This design comes from an exercise in tuning for small area, a short achievable clock period and few clock cycles on the open sky130 flow, not from production work.
At most, simulation tests tie the RTL to the original design; equivalence was not proved.
The RTL of run 4 was laid out without a check of its function.

==> flow/config.mk <==
export PLATFORM = sky130hd
export DESIGN_NAME = ALU
export DESIGN_NICKNAME = ALU
export VERILOG_FILES = /design/flow/design.v
export SDC_FILE = /design/flow/constraint.sdc
export NUM_CORES = 4
export LEC_CHECK = 0
export CAP_MARGIN = 20
export CORE_MARGIN = 2
export CORE_UTILIZATION = 35
export CTS_BUF_LIST = sky130_fd_sc_hd__clkbuf_4 sky130_fd_sc_hd__clkbuf_8
export PLACE_DENSITY = 0.5
export SETUP_SLACK_MARGIN = 3.3
export SLEW_MARGIN = 20
==> flow/constraint.sdc <==
create_clock -name core_clock -period 8.0 [get_ports {i_clk}]
set_input_delay 1.6000 -clock core_clock [delete_from_list [all_inputs] [get_ports {i_clk}]]
set_output_delay 1.6000 -clock core_clock [all_outputs]
set_load 0.01 [all_outputs]
==> flow/design.v <==
module ALU #(
    parameter DATA_W = 32
)
(
    input                       i_clk,    
    input                       i_rst_n,  
    input                       i_valid,  
    input [DATA_W - 1 : 0]      i_A,      
    input [DATA_W - 1 : 0]      i_B,      
    input [         2 : 0]      i_inst,   
    output [2*DATA_W - 1 : 0]   o_data,   
    output                      o_done    
);
    localparam ADD  = 3'd0;
    localparam SUB  = 3'd1;
    localparam AND  = 3'd2;
    localparam OR   = 3'd3;
    localparam SLT  = 3'd4;
    localparam SRA  = 3'd5;
    localparam MUL  = 3'd6;
    localparam DIV  = 3'd7;
    reg        s_ex;     
    reg        s_mul;    
    reg        s_mulf;   
    reg        s_div;    
    reg        s_al;     
    reg        done;
    reg [63:0] R;        
    reg        Sx;       
    reg [31:0] D;        
    reg        Dx;       
    reg        f_sub;    
    reg        f_slt;    
    reg [4:0]  cnt;
    wire idle = ~(s_ex | s_mul | s_mulf | s_div);
    reg        fmt_sat;  
    reg        fmt_slt;  
    reg        fmt_sgn;  
    assign o_done = done;
    assign o_data[63:32] = R[63:32];
    assign o_data[31]    = fmt_sat ? fmt_sgn : R[31] & ~fmt_slt;
    assign o_data[30:1]  = fmt_sat ? {30{~fmt_sgn}} : R[30:1] & {30{~fmt_slt}};
    assign o_data[0]     = fmt_sat ? ~fmt_sgn : (fmt_slt ? fmt_sgn : R[0]);
    wire [31:0] Rhi = R[63:32];
    wire [31:0] Rlo = R[31:0];
    reg b0_one, b0_two, b0_neg, b1_one, b1_two, b1_neg;
    function [2:0] booth;   
        input hi, mid, lo;
        booth = {mid ^ lo, (hi & ~mid & ~lo) | (~hi & mid & lo), hi};
    endfunction
    wire [36:0] dext = {{5{Dx}}, D};
    wire [36:0] p0 = (({37{b0_one}} & dext) | ({37{b0_two}} & {dext[35:0], 1'b0})) ^ {37{b0_neg}};
    wire [36:0] p1m = (({37{b1_one}} & dext) | ({37{b1_two}} & {dext[35:0], 1'b0})) ^ {37{b1_neg}};
    wire [36:0] p1 = {p1m[34:0], b1_neg, b0_neg};
    wire [36:0] x0 = {{5{Sx}}, Rhi};
    wire [36:0] cs = x0 ^ p0 ^ p1;
    wire [36:0] cc = {(x0[35:0] & p0[35:0]) | (x0[35:0] & p1[35:0]) | (p0[35:0] & p1[35:0]), b1_neg};
    wire [36:0] T  = cs + cc + {36'd0, b1_neg};
    wire [31:0] m0 = Rhi;
    wire [31:0] m1 = m0 | (m0 >> 1);
    wire [31:0] m2 = m1 | (m1 >> 2);
    wire [31:0] m3 = m2 | (m2 >> 4);
    wire [31:0] m4 = m3 | (m3 >> 8);
    wire [31:0] mA = m4 | (m4 >> 16);
    wire dzero = ~|D;
    wire ok4   = ~|(D & ~(mA >> 4));
    wire ok1   = ~|(D & ~(mA >> 1));
    wire q     = ~T[36];
    wire i_and = (i_inst == AND);
    wire i_or  = (i_inst == OR);
    wire i_sra = (i_inst == SRA);
    wire i_mul = (i_inst == MUL);
    wire i_div = (i_inst == DIV);
    wire i_one = i_and | i_or | i_sra;             
    wire i_sgn = ~i_one & ~i_mul & ~i_div;          
    wire [31:0] i_sh  = $signed(i_A) >>> i_B[4:0];
    wire [31:0] i_sr  = (|i_B[31:5]) ? {32{i_A[31]}} : i_sh;
    wire [31:0] ld_lo = i_and ? (i_A & i_B) :
                        i_or  ? (i_A | i_B) :
                        i_sra ? i_sr :
                        (i_A & {32{~i_div}});
    wire [31:0] ld_hi = i_A & {32{i_sgn | i_div}};
    always @(posedge i_clk or negedge i_rst_n) begin
        if (!i_rst_n) begin
            s_ex   <= 1'b0;
            s_mul  <= 1'b0;
            s_mulf <= 1'b0;
            s_div  <= 1'b0;
            s_al   <= 1'b0;
            done   <= 1'b0;
        end else begin
            done <= 1'b0;
            if (idle && i_valid) begin
                s_ex  <= i_sgn;
                s_mul <= i_mul;
                s_div <= i_div;
                s_al  <= 1'b0;
                done  <= i_one;
            end
            if (s_ex) begin
                s_ex <= 1'b0;
                done <= 1'b1;
            end
            if (s_mul && cnt == 5'd7) begin
                s_mul  <= 1'b0;
                s_mulf <= Rlo[3];
                done   <= ~Rlo[3];
            end
            if (s_mulf) begin
                s_mulf <= 1'b0;
                done   <= 1'b1;
            end
            if (s_div) begin
                if (!s_al) begin
                    if (dzero) begin
                        s_div <= 1'b0;
                        done  <= 1'b1;
                    end else if (!ok4 && !ok1) begin
                        s_al <= 1'b1;
                        if (cnt == 5'd0) begin
                            s_div <= 1'b0;
                            done  <= 1'b1;
                        end
                    end
                end else if (cnt == 5'd0) begin
                    s_div <= 1'b0;
                    done  <= 1'b1;
                end
            end
        end
    end
    always @(posedge i_clk) begin
        if (idle) begin
            R     <= {ld_hi, ld_lo};
            Sx    <= i_sgn & i_A[31];
            D     <= i_B;
            Dx    <= i_sgn & i_B[31];
            f_sub <= (i_inst == SUB) | (i_inst == SLT);
            f_slt <= (i_inst == SLT);
            cnt   <= 5'd0;
            if (i_mul) begin
                {b0_one, b0_two, b0_neg} <= booth(i_A[1], i_A[0], 1'b0);
                {b1_one, b1_two, b1_neg} <= booth(i_A[3], i_A[2], i_A[1]);
            end else begin
                {b0_one, b0_two, b0_neg} <= {1'b1, 1'b0, i_div | (i_inst == SUB) | (i_inst == SLT)};
                {b1_one, b1_two, b1_neg} <= 3'b000;
            end
        end
        fmt_sat <= s_ex & ~f_slt & (T[32] ^ T[31]);
        fmt_slt <= s_ex & f_slt;
        fmt_sgn <= T[36];
        if (s_ex) begin
            R <= {32'd0, T[31:0]};
        end
        if (s_mul) begin
            R   <= {T[35:4], T[3:0], Rlo[31:4]};
            Sx  <= T[36];
            cnt <= cnt + 5'd1;
            if (cnt == 5'd7) begin
                {b0_one, b0_two, b0_neg} <= {Rlo[3], 2'b00};
                {b1_one, b1_two, b1_neg} <= 3'b000;
            end else begin
                {b0_one, b0_two, b0_neg} <= booth(Rlo[5], Rlo[4], Rlo[3]);
                {b1_one, b1_two, b1_neg} <= booth(Rlo[7], Rlo[6], Rlo[5]);
            end
        end
        if (s_mulf) begin
            R[63:32] <= T[31:0];
        end
        if (s_div) begin
            if (!s_al && dzero) begin
                R[31:0] <= 32'hffffffff;
            end else if (!s_al && ok4) begin
                D   <= D << 4;
                cnt <= cnt + 5'd4;
            end else if (!s_al && ok1) begin
                D   <= D << 1;
                cnt <= cnt + 5'd1;
            end else begin
                if (q) R[63:32] <= T[31:0];
                R[31:0] <= {Rlo[30:0], q};
                D   <= D >> 1;
                cnt <= cnt - 5'd1;
            end
        end
    end
endmodule
==> flow/flow/run.sh <==
#!/bin/bash
set -euo pipefail
export BUFFER_PORTS_ARGS="-buffer_cell sky130_fd_sc_hd__buf_1"
bash standard.sh finish > layout.log 2>&1
==> flow/standard.sh <==
#!/bin/bash
# synth_recipe.tcl (not shown) runs the flow's synth.tcl, then flattens the netlist and writes it again
# the make line also repeats each setting of config.mk as NAME=value (left out here)
make -C /OpenROAD-flow-scripts/flow DESIGN_CONFIG=/design/flow/config.mk WORK_HOME=/design/flow/orfs CLKGATE_MAP_FILE= SYNTH_SCRIPT=/design/flow/synth_recipe.tcl "${@:-finish}"
==> flow_metrics.tcl, run 1 <==
set metrics [dict create \
    holdCritPathClass "flop to flop" \
    rsz0062_at_grt "no" \
    synth_edf_count 11 \
    start_kind "flop" \
    crit_arrival_ns 4.94 \
    ys_ff_latch 119 \
    root_buffer "clkbuf_8" \
    clock_skew_ns 0.0347 \
    grt_pass1_vias 14800 \
    syn_avg_cell_area_um2 7.79 \
    synthMuxAreaShare_pct 13.7 \
    fmaxAchievable_mhz 218 \
    gr-total-overflow 0 \
    synth_top_family_by_area "compound AO/OA/AOI/OAI gates" \
    postRouteAntennaNets 0 \
    period_share_pct 57.3 \
    synth_compound_area_share_pct 29.1 \
    synth-simple-area-share_pct 16.3 \
    worst_pin_slew_ns 0.953 \
    viasPerCell 6.52 \
    grt_pass1_wl_mm 102 \
    crit_fanout 36 \
    hold_depth 1 \
    worst-setup-path-type "flop to flop" \
    wl_per_cell_um 29.1 \
    synth.distinct_cells 91 \
    synth_adder_area_share_pct 8.64 \
    ys.flop_type "dfxtp_1" \
    layout_setup_ws_ns 3.42 \
    grt_usage_pct 31.6 \
    slew_headroom_pct 36.0 \
    grt_max_degree 61 \
    max-cap-violations 0 \
    pin_count 135 \
    synthCells 1892 \
    clkLatencyLatePin_ns 0.50 \
    rrSetupSlack_ns 3.42 \
    dr.pass1.iters 8 \
    syn_nets 2042 \
    cp.required_ns 8.36 \
    synth_area_leaders "dfxtp_1 (14%), a21oi_1 (5.8%), mux2i_1 (5.5%), xnor2_1 (5.2%), mux4_2 (5.0%)" \
    port_buffers 134 \
    cts_buffers 17 \
    start_util_pct 35.3 \
    nets 2030 \
    holdCritStartpoint "f_slt$_DFFE_PP_" \
    place_congestion 0.985 \
    cp-end-kind "flop" \
    drv_slew 0 \
    yosys_warnings 1 \
    area_growth_pct 7.86 \
    layout-drive-gt1-share_pct 11.6 \
    clk_pin_slew_ns 0.09 \
    ys_seq_area_share_pct 17.1 \
    synth_commonest_cells "a21oi_1 (171), nand2_1 (158), clkbuf_1 (141)" \
    antenna_found_initial 0 \
    synth-xor-area-share_pct 6.42 \
    die_area_mm2 0.0438 \
    setup_viol 0 \
    dp_worst_setup_slack_ns 2.92 \
    wl_mm 70.9 \
    synth_most_common_cell "a21oi_1" \
    final_cells 2433 \
    clock_path_buffers 2 \
    hold-worst-slack_ns 0.437 \
    timing.rr.start "b0_one$_DFFE_PP_" \
    drt_iter0_drc 2044 \
    postCtsHoldBufs 0 \
    dpl.hpwl_mm 54.2 \
    hold_viol 0 \
    vias 15900 \
    core_mm2 0.0418 \
    synth-async-reset-ratio_pct 5.04 \
    synth.top_cell.area_share_pct 13.9 \
    dp.cells 2386 \
    syn_area_mm2 0.0147 \
    tns_ns 0 \
    hold_path_end "fmt_sat$_DFF_P_" \
    num_rows 75 \
    die_y_um 209 \
    rr_endpoint "R[40]$_DFF_P_" \
    drc 0 \
    cts.sinks 119 \
    tritoncts "built" \
    cts-htree-levels 4 \
    die_w_um 209 \
    status "no timing/DRC/antenna violations" \
    synth.largest_area_cell "dfxtp_1" \
    period_minus_slack_ns 4.58 \
    reg2reg_depth 15 \
]
==> cell usage in the layout (no fill, tap or decap), types with 8 or more instances in the layout <==
cell type,instances
a21oi_1,167
nand2_1,157
buf_1,132
nor2_1,108
o21ai_0,107
dfxtp_1,90
xnor2_1,86
inv_1,81
mux2i_1,81
a22oi_1,71
nor3_1,47
a21o_1,45
ha_1,42
and3_1,39
mux2_2,38
nand3_1,35
fa_1,35
buf_4,35
mux4_2,33
a211oi_1,27
a31oi_1,23
a221oi_1,23
nor4_1,19
xor2_1,18
o211ai_1,18
clkbuf_8,18
a222oi_1,15
dfxtp_2,12
o21bai_1,12
nand2b_1,12
edfxtp_1,11
or3_1,11
nor2b_1,11
o221ai_1,11
and2_1,10
o31ai_1,10
o21a_1,9
o22ai_1,9
o311ai_0,9
nand4_1,8
==> what timing repair did <==
item,in CTS,in global routing
setup buffers,4,7
endpoints found under the setup margin,34,41
resized for setup,4,38
cloned,1,1
pin swaps,0,7
hold endpoints to repair,0,0
==> critical path, stage by stage, from the launching register on <==
cell	delay (ns)
edfxtp_1	0.41
buf_8	0.20
a22oi_1	0.22
xor2_1	0.23
fa_1	0.47
inv_1	0.08
ha_2	0.34
a21oi_4	0.19
o211ai_1	0.19
a2111oi_4	0.37
or2_1	0.22
o211ai_2	0.13
o2111a_1	0.29
or4_4	0.56
nand3_4	0.18
mux2_2	0.35
==> through the flow <==
stage                     utilization (%)  cell area, µm²
after global routing                 38.1           15900
after global placement               36.4           15200
after CTS                            37.5           15600
final                                38.1           15900
after floorplan                         -           14700
after detailed placement             36.4           15200
==> flip-flops by register name, summed over array words and instances, names as in the netlist <==
name and count:
D 32, Dx 1, R 64, Sx 1, b0_neg 1, b0_one 1
b0_two 1, b1_neg 1, b1_one 1, b1_two 1, cnt 5, done 1
f_slt 1, fmt_sat 1, fmt_sgn 1, fmt_slt 1, s_al 1, s_div 1
s_ex 1, s_mul 1, s_mulf 1
==> layer usage <==
layer | vias to the layer above | GRT usage [%] | share of wire [%]
met3 | 140 | 5.83 | 10
met1 | 7774 | 44.6 | 43
met2 | 974 | 47.3 | 43
met5 | - | 0 | 0
met4 | 0 | 13.1 | 4.1
li1 | 6973 | - | -
==> worst max path at each step <==
stage / start / endpoint / slack [ns]
2_1_floorplan: b1_neg$_DFFE_PP_ / R[41]$_DFF_P_ / 3.34
3_3_place_gp: b1_one$_DFFE_PP_ / R[40]$_DFF_P_ / 3.02
3_5_place_dp: b1_one$_DFFE_PP_ / R[40]$_DFF_P_ / 2.92
4_1_cts: b0_neg$_DFFE_PP_ / R[40]$_DFF_P_ / 3.30
5_1_grt: b0_one$_DFFE_PP_ / R[63]$_DFF_P_ / 3.30
6_report: b0_one$_DFFE_PP_ / R[40]$_DFF_P_ / 3.42
==> cells by family (layout without fill, tap and decap cells) <==
logic type / after synthesis / count (layout)
other: 0 / 1
AO/OA/AOI/OAI: 639 / 639
buffers and inverters: 295 / 294
multiplexers: 155 / 155
flip-flops: 119 / 119
XOR/XNOR: 108 / 108
adder cells (fa/ha/maj): 81 / 81
AND/OR/NAND/NOR: 495 / 497
==> area by class of cell <==
type / count / area (µm²)
clock inverter: 14 / 128
tap: 539 / 674
antenna: 1 / 2.50
timing repair buffer: 177 / 892
inverter: 85 / 319
sequential: 119 / 2540
fill: 4378 / 25900
multi-input combinational: 1480 / 11100
clock buffer: 18 / 248
Testbench counts, summed over its fixed seeds: cycles 13,895.
==> inputs of run 2 (changes only) <==
--- a/flow/config.mk
+++ b/flow/config.mk
@@ -8,7 +8,7 @@
 export CAP_MARGIN = 20
 export CORE_MARGIN = 2
-export CORE_UTILIZATION = 35
+export CORE_UTILIZATION = 30
 export CTS_BUF_LIST = sky130_fd_sc_hd__clkbuf_4 sky130_fd_sc_hd__clkbuf_8
-export PLACE_DENSITY = 0.5
+export PLACE_DENSITY = 0.42
 export SETUP_SLACK_MARGIN = 3.3
 export SLEW_MARGIN = 20
==> run 2 against run 1 <==
Routed wire length is 5.7% higher. Worst hold slack better by 0.024 ns. Die area is 16% higher. First-iteration DRC count is 3.7% lower. Register-to-register slack hardly changed. Critical endpoint unchanged. Worst setup slack better by 0.0072 ns. Still clean on timing, DRC and antenna. Clock skew is 0.0050 ns lower. Final cell count is 5.6% higher. Sequential share of layout area is 0.41 points lower.
==> flow_metrics.tcl, run 2 <==
set metrics [dict create \
    clk_pin_slew_ns 0.08 \
    area_growth_pct 10.3 \
    grt_pass1_vias 14900 \
    largest_register_ff_count 64 \
    rrSetupSlack_ns 3.42 \
    rsz0062_at_grt "yes" \
    die_y_um 226 \
    core_mm2 0.0487 \
    crit_fanout 10 \
    status "no timing/DRC/antenna violations" \
    slew_headroom_pct 30.2 \
    synth.largest_area_cell "dfxtp_1" \
    synth_most_common_cell "a21oi_1" \
    grt_usage_pct 29.0 \
    worst-setup-path-type "flop to flop" \
    reg_top3 "R x64, D x32, cnt x5" \
    drt_iter0_drc 1969 \
    antenna_found_initial 1 \
    drv_slew 0 \
    final_cell_mix "a21oi_1 (166), nand2_1 (157), buf_1 (132), o21ai_0 (107), nor2_1 (107)" \
    clock_skew_ns 0.0296 \
    fmaxAchievable_mhz 219 \
    dr.pass1.iters 9 \
    tritoncts "built" \
    die_area_mm2 0.0509 \
    wl_mm 74.9 \
    regMostFlops "R" \
    dp.cells 2511 \
    synth-async-reset-ratio_pct 5.04 \
    syn_nets 2042 \
    place_congestion 0.966 \
    start_util_pct 30.2 \
    design_area_mm2 0.0163 \
    synth.top_cell.area_share_pct 13.9 \
    wl_per_cell_um 29.1 \
    hold_viol 0 \
    cp.required_ns 8.38 \
    tns_ns 0 \
    postPlaceCellArea_mm2 0.0154 \
    max-cap-violations 0 \
    synth_area_leaders "dfxtp_1 (14%), a21oi_1 (5.8%), mux2i_1 (5.5%), xnor2_1 (5.2%), mux4_2 (5.0%)" \
    yosys_warnings 1 \
    ys_seq_area_share_pct 17.1 \
    clkLatencyLatePin_ns 0.50 \
    period_share_pct 57.2 \
    viasPerCell 6.16 \
    cts_buffers 17 \
    clock_path_buffers 2 \
    cts-htree-levels 4 \
    drc 0 \
    port_buffers 134 \
    grtUsageMet3_pct 4.15 \
    syn_avg_cell_area_um2 7.79 \
    postRouteAntennaNets 0 \
    synth_edf_count 11 \
    gr-usage-met2_pct 45.9 \
    grtUsageMet1_pct 40.5 \
    cp-end-kind "flop" \
    setup_viol 0 \
    syn_area_mm2 0.0147 \
    root_buffer "clkbuf_8" \
    holdCritPathClass "flop to flop" \
    synth_commonest_cells "a21oi_1 (171), nand2_1 (158), clkbuf_1 (141)" \
    die_w_um 226 \
    final_cells 2570 \
    period_minus_slack_ns 4.58 \
    cts.sinks 119 \
    num_rows 81 \
    nets 2041 \
    postCtsHoldBufs 0 \
    worst_pin_slew_ns 1.04 \
    vias 15800 \
    ys_ff_latch 119 \
    ys.flop_type "dfxtp_1" \
    layout-drive-gt1-share_pct 12.1 \
    busiest_layer "met2" \
    crit_arrival_ns 4.96 \
    pin_count 135 \
    gr-total-overflow 0 \
    synth.distinct_cells 91 \
    dpl.hpwl_mm 56.6 \
    synthCells 1892 \
    grt_max_degree 76 \
    grt_pass1_wl_mm 108 \
    start_kind "flop" \
    layout_commonest_cell "a21oi_1" \
]
## run 2: cell counts after synthesis
No cell type changed its count.
## run 2: cell families after synthesis
family                   after synthesis  synth area share (%)
AO/OA/AOI/OAI                        639                  29.1
XOR/XNOR                             108                  6.42
adder cells (fa/ha/maj)               81                  8.64
buffers and inverters                295                  8.71
flip-flops                           119                  17.1
multiplexers                         155                  13.7
AND/OR/NAND/NOR                      495                  16.3
## run 2: metrics by stage
step	hold slack (ns)	utilization, %	setup slack [ns]
global route	0.470	33.3	3.20
floorplan	0.406	-	3.34
CTS	0.464	32.9	3.32
detailed placement	0.452	31.6	2.50
finish	0.460	33.3	3.42
global placement	0.446	31.5	2.46
## run 2: critical path, cell delays in order (launching register included)
cell	delay, ns
edfxtp_1	0.44
buf_12	0.17
buf_4	0.17
a22oi_1	0.21
xnor2_1	0.16
fa_1	0.44
ha_1	0.38
a21oi_1	0.18
o211ai_1	0.17
a2111oi_4	0.37
or2_4	0.21
o211ai_2	0.12
o2111a_1	0.32
or4_4	0.57
nand3_4	0.20
mux2_2	0.35
## run 2: what timing repair did
item / in CTS / in global routing
endpoints found under the hold margin: 0 / 0
pin swaps: 1 / 9
gates cloned: 2 / 0
buffers inserted: 16 / 7
gates resized for setup: 10 / 30
setup endpoints to repair: 53 / 43
## run 2: final cells by class
cell class                 count  area, µm²
fill                        5235      32500
multi-input combinational   1480      11200
sequential                   119       2530
timing repair buffer         188        985
tap                          664        831
inverter                      85        319
clock buffer                  18        248
clock inverter                14        184
antenna                        2       5.00
## run 2: routing by layer
layer  vias to the layer above  part of all wire, %
li1                       6988                    -
met4                         0                  3.3
met3                       105                  7.8
met1                      7929                   44
met5                         -                    0
met2                       815                   45
## run 2: final timing paths
| check | from | end | cells after the start |
|---|---|---|---|
| setup / recovery | b0_one$_DFFE_PP_ | R[40]$_DFF_P_ | 15 |
| hold / removal | f_slt$_DFFE_PP_ | fmt_sat$_DFF_P_ | 1 |
| setup reg to reg | b0_one$_DFFE_PP_ | R[40]$_DFF_P_ | 15 |
| hold reg to reg | f_slt$_DFFE_PP_ | fmt_sat$_DFF_P_ | 1 |
| max in group asynchronous | i_rst_n | s_mul$_DFFE_PN0P_ | 1 |
| min in group asynchronous | i_rst_n | s_al$_DFF_PN0_ | 1 |
==> inputs of run 3 (changes only) <==
--- a/flow/config.mk
+++ b/flow/config.mk
@@ -8,7 +8,8 @@
 export CAP_MARGIN = 20
 export CORE_MARGIN = 2
-export CORE_UTILIZATION = 30
+export CORE_UTILIZATION = 35
 export CTS_BUF_LIST = sky130_fd_sc_hd__clkbuf_4 sky130_fd_sc_hd__clkbuf_8
-export PLACE_DENSITY = 0.42
-export SETUP_SLACK_MARGIN = 3.3
+export PLACE_DENSITY = 0.5
+export SETUP_SLACK_MARGIN = 3.6
 export SLEW_MARGIN = 20
+export TNS_END_PERCENT = 0
==> run 3 against run 2 <==
Largest cell class unchanged. Routed wire length is 5.3% lower. Clock skew decreased by 0.0016 ns.
==> flow_metrics.tcl, run 3 <==
set metrics [dict create \
    status "no timing/DRC/antenna violations" \
    design_area_mm2 0.0163 \
    critPathSlowestCell "or4_4" \
    area_growth_pct 10.4 \
    cp.required_ns 8.37 \
    synthMuxAreaShare_pct 13.7 \
    antenna_found_initial 3 \
    cp-end-kind "flop" \
    fmaxAchievable_mhz 223 \
    dpl.hpwl_mm 53.5 \
    drc 0 \
    syn_avg_cell_area_um2 7.79 \
    synth-async-reset-ratio_pct 5.04 \
    core_mm2 0.0418 \
    reg2reg_depth 14 \
    regMostFlops "R" \
    tritoncts "built" \
    max_stage_delay_ns 0.57 \
    synth.top_cell.area_share_pct 13.9 \
    yosys_warnings 1 \
    grt_pass1_wl_mm 102 \
    root_buffer "clkbuf_8" \
    clkLatencyLatePin_ns 0.49 \
    dr.pass1.iters 6 \
    synth_area_leaders "dfxtp_1 (14%), a21oi_1 (5.8%), mux2i_1 (5.5%), xnor2_1 (5.2%), mux4_2 (5.0%)" \
    place_congestion 0.950 \
    die_w_um 209 \
    num_rows 75 \
    synth_commonest_cells "a21oi_1 (171), nand2_1 (158), clkbuf_1 (141)" \
    viasPerCell 6.47 \
    cts-htree-levels 4 \
    crit_arrival_ns 4.85 \
    rsz0062_at_grt "yes" \
    start_kind "flop" \
    grt_pass1_vias 14700 \
    grt_usage_pct 31.5 \
    drt_iter0_drc 1906 \
    period_minus_slack_ns 4.48 \
    worst-setup-path-type "flop to flop" \
    layout_commonest_cell "a21oi_1" \
    synth_top_family_by_area "compound AO/OA/AOI/OAI gates" \
    die_y_um 209 \
    ff_latch_area_mm2 0.00253 \
    vias 15800 \
    critPathLaunch "b1_two$_DFFE_PP_" \
    ys_ff_latch 119 \
    endpoint "R[40]$_DFF_P_" \
    timing.rr.start "b1_two$_DFFE_PP_" \
    synth-simple-area-share_pct 16.3 \
    start_util_pct 35.3 \
    crit_cells 14 \
    wl_mm 71.0 \
    synth.largest_area_cell "dfxtp_1" \
    synth_edf_count 11 \
    clock_skew_ns 0.0280 \
    crit_chain "buf_6, a22oi_2, xnor2_1, fa_1, ha_4, a21oi_2, o211ai_1, a2111oi_4, or2_1, o211ai_2, o2111a_2, or4_4, nand3_4, mux2_4" \
    final_cell_mix "a21oi_1 (162), nand2_1 (157), buf_1 (131), nor2_1 (106), o21ai_0 (105)" \
    critPathBufInv 1 \
    gr-total-overflow 0 \
    syn_area_mm2 0.0147 \
    worst_pin_slew_ns 1.07 \
    clk_pin_slew_ns 0.09 \
    setup_viol 0 \
    largest_register_ff_count 64 \
    multi_input_area_mm2 0.0113 \
    utilization_pct 39.0 \
    holdCritPathClass "flop to flop" \
    postPlaceCellArea_mm2 0.0152 \
    period_share_pct 56.1 \
    synth-xor-area-share_pct 6.42 \
    ys_seq_area_share_pct 17.1 \
    synth_most_common_cell "a21oi_1" \
    wl_per_cell_um 29.0 \
    postRouteAntennaNets 0 \
    synth.distinct_cells 91 \
    synth_compound_area_share_pct 29.1 \
    synthCells 1892 \
    diodes 0 \
    die_area_mm2 0.0438 \
    synth_adder_area_share_pct 8.64 \
    hold_viol 0 \
    tns_ns 0 \
    ys.flop_type "dfxtp_1" \
    layout-drive-gt1-share_pct 13.6 \
    slew_headroom_pct 28.6 \
    cts.sinks 119 \
    syn_nets 2042 \
    rrSetupSlack_ns 3.52 \
    rr_endpoint "R[40]$_DFF_P_" \
    cts_buffers 17 \
    max-cap-violations 0 \
    path_delay_family "compound AO/OA/AOI/OAI gates" \
    clock_path_buffers 2 \
    pin_count 135 \
    hold-worst-slack_ns 0.456 \
    drv_slew 0 \
    fill_cells 4396 \
    port_buffers 134 \
    grt_max_degree 62 \
    reg_top3 "R x64, D x32, cnt x5" \
    nets 2042 \
    crit_fanout 6 \
]
-- run 3: stage by stage --
step	setup WS, ns	instances
after floorplan	3.61	1892
after global placement	2.48	2390
after detailed placement	2.34	2390
after CTS	3.39	2434
after global routing	3.37	2444
final	3.52	2444
-- run 3: worst reg2reg max path, stage by stage (launching register included) --
cell	delay (ns)
edfxtp_1	0.55
buf_6	0.22
a22oi_2	0.17
xnor2_1	0.16
fa_1	0.48
ha_4	0.29
a21oi_2	0.17
o211ai_1	0.18
a2111oi_4	0.39
or2_1	0.20
o211ai_2	0.11
o2111a_2	0.32
or4_4	0.57
nand3_4	0.22
mux2_4	0.33
-- run 3: layer usage --
metal	global-route usage [%]	vias to the layer above	wire (µm)
li1	-	6989	-
met1	43.4	7771	30100
met2	47.0	901	30400
met3	6.52	153	6820
met4	15.0	4	3610
met5	0	-	23
-- run 3: how the worst min path moves through the flow --
stage | slack, ns | end | depth (start not counted) | start
global placement | 0.44 | fmt_sat$_DFF_P_ | 1 | f_slt$_DFFE_PP_
detailed placement | 0.44 | fmt_sat$_DFF_P_ | 1 | f_slt$_DFFE_PP_
CTS | 0.45 | fmt_sat$_DFF_P_ | 1 | f_slt$_DFFE_PP_
finish | 0.46 | fmt_sat$_DFF_P_ | 1 | f_slt$_DFFE_PP_
floorplan | 0.41 | fmt_sat$_DFF_P_ | 1 | f_slt$_DFFE_PP_
global route | 0.46 | fmt_sat$_DFF_P_ | 1 | f_slt$_DFFE_PP_
-- run 3: cell type report --
class / instances / share of cell area [%]
clock buffer: 18 / 1.48
clock inverter: 14 / 1.15
multi-input combinational: 1480 / 69.6
inverter: 85 / 1.98
timing repair buffer: 189 / 6.13
tap: 539 / 4.14
sequential: 119 / 15.6
-- run 3: kinds of logic after synthesis --
logic type | count (synthesis)
fa+ha+maj | 81
mux | 155
flops | 119
compound gates | 639
xor+xnor | 108
buf+inv | 295
simple gates | 495
-- run 3: timing repair --
item	in CTS	in global routing
resized for setup	14	82
gates cloned	2	2
buffers inserted	10	8
hold buffers	0	0
pin swaps	1	25
endpoints found under the setup margin	59	58
==> inputs of run 4 (changes only) <==
--- a/flow/design.v
+++ b/flow/design.v
@@ -81,4 +81,17 @@
                         (i_A & {32{~i_div}});
     wire [31:0] ld_hi = i_A & {32{i_sgn | i_div}};
+    wire        d_iter = s_div & (s_al | (~dzero & ~ok4 & ~ok1));   
+    wire        d_zero = s_div & ~s_al & dzero;                     
+    wire [31:0] hi_e = idle ? ld_hi : (s_ex ? 32'd0 : Rhi);
+    wire [31:0] hi_t = s_mul ? T[35:4] : T[31:0];
+    wire        hi_use_t = s_mul | s_mulf | (d_iter & q);
+    wire [31:0] hi_n = hi_use_t ? hi_t : hi_e;
+    wire [31:0] lo_e = idle   ? ld_lo :
+                       s_mul  ? {4'd0, Rlo[31:4]} :
+                       d_zero ? 32'hffffffff :
+                       d_iter ? {Rlo[30:0], 1'b0} : Rlo;
+    wire [31:0] lo_tm = s_ex ? 32'hffffffff : {{4{s_mul}}, 28'd0};   
+    wire [31:0] lo_t  = s_ex ? T[31:0] : {T[3:0], 28'd0};
+    wire [31:0] lo_n  = (lo_tm & lo_t) | (~lo_tm & lo_e) | {31'd0, d_iter & q};
     always @(posedge i_clk or negedge i_rst_n) begin
         if (!i_rst_n) begin
@@ -131,6 +144,6 @@
     end
     always @(posedge i_clk) begin
+        R <= {hi_n, lo_n};
         if (idle) begin
-            R     <= {ld_hi, ld_lo};
             Sx    <= i_sgn & i_A[31];
             D     <= i_B;
@@ -150,9 +163,5 @@
         fmt_slt <= s_ex & f_slt;
         fmt_sgn <= T[36];
-        if (s_ex) begin
-            R <= {32'd0, T[31:0]};
-        end
         if (s_mul) begin
-            R   <= {T[35:4], T[3:0], Rlo[31:4]};
             Sx  <= T[36];
             cnt <= cnt + 5'd1;
@@ -165,10 +174,6 @@
             end
         end
-        if (s_mulf) begin
-            R[63:32] <= T[31:0];
-        end
         if (s_div) begin
             if (!s_al && dzero) begin
-                R[31:0] <= 32'hffffffff;
             end else if (!s_al && ok4) begin
                 D   <= D << 4;
@@ -178,6 +183,4 @@
                 cnt <= cnt + 5'd1;
             end else begin
-                if (q) R[63:32] <= T[31:0];
-                R[31:0] <= {Rlo[30:0], q};
                 D   <= D >> 1;
                 cnt <= cnt - 5'd1;
--- a/flow/config.mk
+++ b/flow/config.mk
@@ -11,5 +11,4 @@
 export CTS_BUF_LIST = sky130_fd_sc_hd__clkbuf_4 sky130_fd_sc_hd__clkbuf_8
 export PLACE_DENSITY = 0.5
-export SETUP_SLACK_MARGIN = 3.6
+export SETUP_SLACK_MARGIN = 3.3
 export SLEW_MARGIN = 20
-export TNS_END_PERCENT = 0
==> run 4 against run 3 <==
Fmax down 0.15%. Via count down 2.4%. Synthesized cell count up 0.69%. Count of clock-buffer cells in the layout down 1. Still clean on timing, DRC and antenna. Worst setup slack worse by 0.0067 ns. Synthesized area up 1.5%. Sequential cell count unchanged. Critical path type unchanged. Worst hold slack better by 0.037 ns. Global-route usage down 2.5 points.
==> flow_metrics.tcl, run 4 <==
set metrics [dict create \
    final_cells 2439 \
    start_util_pct 35.6 \
    dr.pass1.iters 6 \
    synth_area_leaders "dfxtp_1 (9.4%), edfxtp_1 (8.6%), mux2i_1 (7.8%), fa_1 (4.7%), a21oi_1 (4.3%)" \
    synthCells 1905 \
    final_cell_mix "inv_1 (168), buf_1 (131), nand2_1 (127), a21oi_1 (127), mux2i_1 (117)" \
    ys_seq_area_share_pct 19.0 \
    area_growth_pct 7.71 \
    yosys_warnings 1 \
    grt_pass1_wl_mm 96.8 \
    syn_avg_cell_area_um2 7.86 \
    cts.sinks 119 \
    hold_viol 0 \
    place_congestion 0.967 \
    grt_usage_pct 29.0 \
    tritoncts "built" \
    dp.cells 2403 \
    synth.largest_area_cell "dfxtp_1" \
    cts_buffers 17 \
    drt_iter0_drc 2062 \
    clk_pin_slew_ns 0.08 \
    synth.top_cell.area_share_pct 9.36 \
    vias 15400 \
    synth.distinct_cells 87 \
    drv_slew 0 \
    synth_edf_count 43 \
    clkLatencyLatePin_ns 0.47 \
    grt_max_degree 60 \
    start_kind "flop" \
    clock_path_buffers 2 \
    layout-drive-gt1-share_pct 8.47 \
    holdCritPathClass "flop to flop" \
    reg_top3 "R x64, D x32, cnt x5" \
    fmaxAchievable_mhz 223 \
    dpl.hpwl_mm 51.1 \
    diodes 0 \
    viasPerCell 6.33 \
    antenna_found_initial 2 \
    synth-async-reset-ratio_pct 5.04 \
    cts-htree-levels 4 \
    status "no timing/DRC/antenna violations" \
    regMostFlops "R" \
    period_share_pct 56.1 \
    ff_latch_area_mm2 0.00285 \
    num_rows 75 \
    worst-setup-path-type "flop to flop" \
    core_mm2 0.0420 \
    setup_viol 0 \
    synth_most_common_cell "inv_1" \
    syn_area_mm2 0.0150 \
    rrSetupSlack_ns 3.51 \
    nets 2037 \
    clock_skew_ns 0.0117 \
    crit_arrival_ns 4.70 \
    postRouteAntennaNets 0 \
    die_area_mm2 0.0444 \
    rsz0062_at_grt "no" \
    multi_input_area_mm2 0.0107 \
    utilization_pct 38.3 \
    ys.flop_type "dfxtp_1" \
    drc 0 \
    pin_count 135 \
    period_minus_slack_ns 4.49 \
    gr-total-overflow 0 \
    synth_commonest_cells "inv_1 (168), clkbuf_1 (136), a21oi_1 (130)" \
    fill_cells 4487 \
    root_buffer "clkbuf_8" \
    tns_ns 0 \
    layout_commonest_cell "inv_1" \
    wl_per_cell_um 26.9 \
    postCtsHoldBufs 0 \
    slew_headroom_pct 26.0 \
    ys_ff_latch 119 \
    cp-end-kind "flop" \
    syn_nets 2055 \
    die_y_um 211 \
    max-cap-violations 0 \
    wl_mm 65.5 \
    largest_register_ff_count 64 \
    worst_pin_slew_ns 1.10 \
    crit_fanout 28 \
    port_buffers 134 \
    die_w_um 211 \
    grt_pass1_vias 14800 \
    cp.required_ns 8.21 \
]
## run 4: per-stage QoR
stage / cell area [µm²] / setup slack (ns) / hold WS [ns]
detailed placement: 15500 / 2.82 / 0.460
floorplan: 15000 / 3.33 / 0.406
global placement: 15500 / 2.92 / 0.462
finish: 16100 / 3.51 / 0.493
CTS: 16000 / 3.31 / 0.472
global route: 16100 / 3.30 / 0.498
## run 4: cell families after synthesis
| kind of cell | after synthesis | share of synthesized area [%] |
|---|---|---|
| and+or+nand+nor | 442 | 14.6 |
| muxes | 151 | 11.8 |
| xor gates and xnor gates | 105 | 6.24 |
| DFF | 119 | 19.0 |
| buffers and inverters | 377 | 10.7 |
| adders and majority gates | 80 | 8.44 |
| AOI/OAI and AO/OA | 631 | 29.2 |
## run 4: routing by layer
layer / wire length (µm) / share of wire (%) / vias up / GRT usage [%]
li1: - / - / 6955 / -
met1: 28100 / 43 / 7556 / 39.6
met2: 29900 / 46 / 789 / 46.7
met3: 4930 / 7.5 / 137 / 3.98
met4: 2550 / 3.9 / 4 / 10.5
met5: 25 / 0.038 / - / 0
## run 4: area by class of cell
cell class / count / area share, %
clock buffers: 17 / 1.45
clock inverters: 15 / 1.55
inverters: 170 / 4.06
multi-input cells: 1409 / 66.1
flip-flops and latches: 119 / 17.7
well taps: 539 / 4.18
repair buffers: 170 / 4.96
## run 4: final timing paths
path / startpoint / endpoint / depth (start not counted)
setup / recovery: D[23]$_DFF_P_ / R[59]$_DFFE_PP_ / 16
hold / removal: f_slt$_DFFE_PP_ / fmt_sat$_DFF_P_ / 1
setup reg to reg: D[23]$_DFF_P_ / R[59]$_DFFE_PP_ / 16
hold reg to reg: f_slt$_DFFE_PP_ / fmt_sat$_DFF_P_ / 1
max in group asynchronous: i_rst_n / s_mul$_DFFE_PN0P_ / 1
min in group asynchronous: i_rst_n / s_mulf$_DFF_PN0_ / 1
## run 4: worst max-delay path, stage by stage, from the launching register on
cell and delay (ns):
dfxtp_1 0.63, a22oi_1 0.19, xor2_1 0.19, fa_1 0.49, inv_1 0.04, ha_1 0.40, and2_1 0.21, a221oi_1 0.32
o221ai_1 0.23, o21ai_1 0.21, a31oi_1 0.12, nor3b_2 0.16, buf_4 0.16, o21bai_2 0.08, buf_4 0.24, nor2b_1 0.18
a221o_1 0.36
## run 4: what timing repair did
action | CTS | global route
setup buffers | 4 | 0
pin swaps | 1 | 0
gates resized for setup | 5 | 29
endpoints found under the setup margin | 72 | 70

re-timing with driven ports:
No port has a modelled driver above. Below, the same layouts with a new extraction and two added sets of constraints.
Step 1: set_driving_cell puts a clkbuf_16 on i_clk and a buf_2 on each other input, an assumption about the parent block.
Step 2 times the ports against the registers' clock, not the clock port: input delays grow and output delays shrink by t, the midpoint of the rising clock arrivals with the driver on.
Three values: no drivers, after step 1, after step 2; two values: the first two.
run | shift t [ns] | setup WS [ns] | worst data-port slew with drivers (ns)
run 1 | 0.540 | 3.417 / 3.417 / 3.199 | 0.04
run 2 | 0.545 | 3.424 / 3.424 / 3.072 | 0.03
run 3 | 0.525 | 3.515 / 3.515 / 3.173 | 0.04
run 4 | 0.510 | 3.509 / 3.509 / 3.226 | 0.09
After both steps setup and hold are still met in every run listed. For run 2, which loses most, drivers alone change the setup slack by 0.000 ns; drivers and shift together by -0.352 ns.
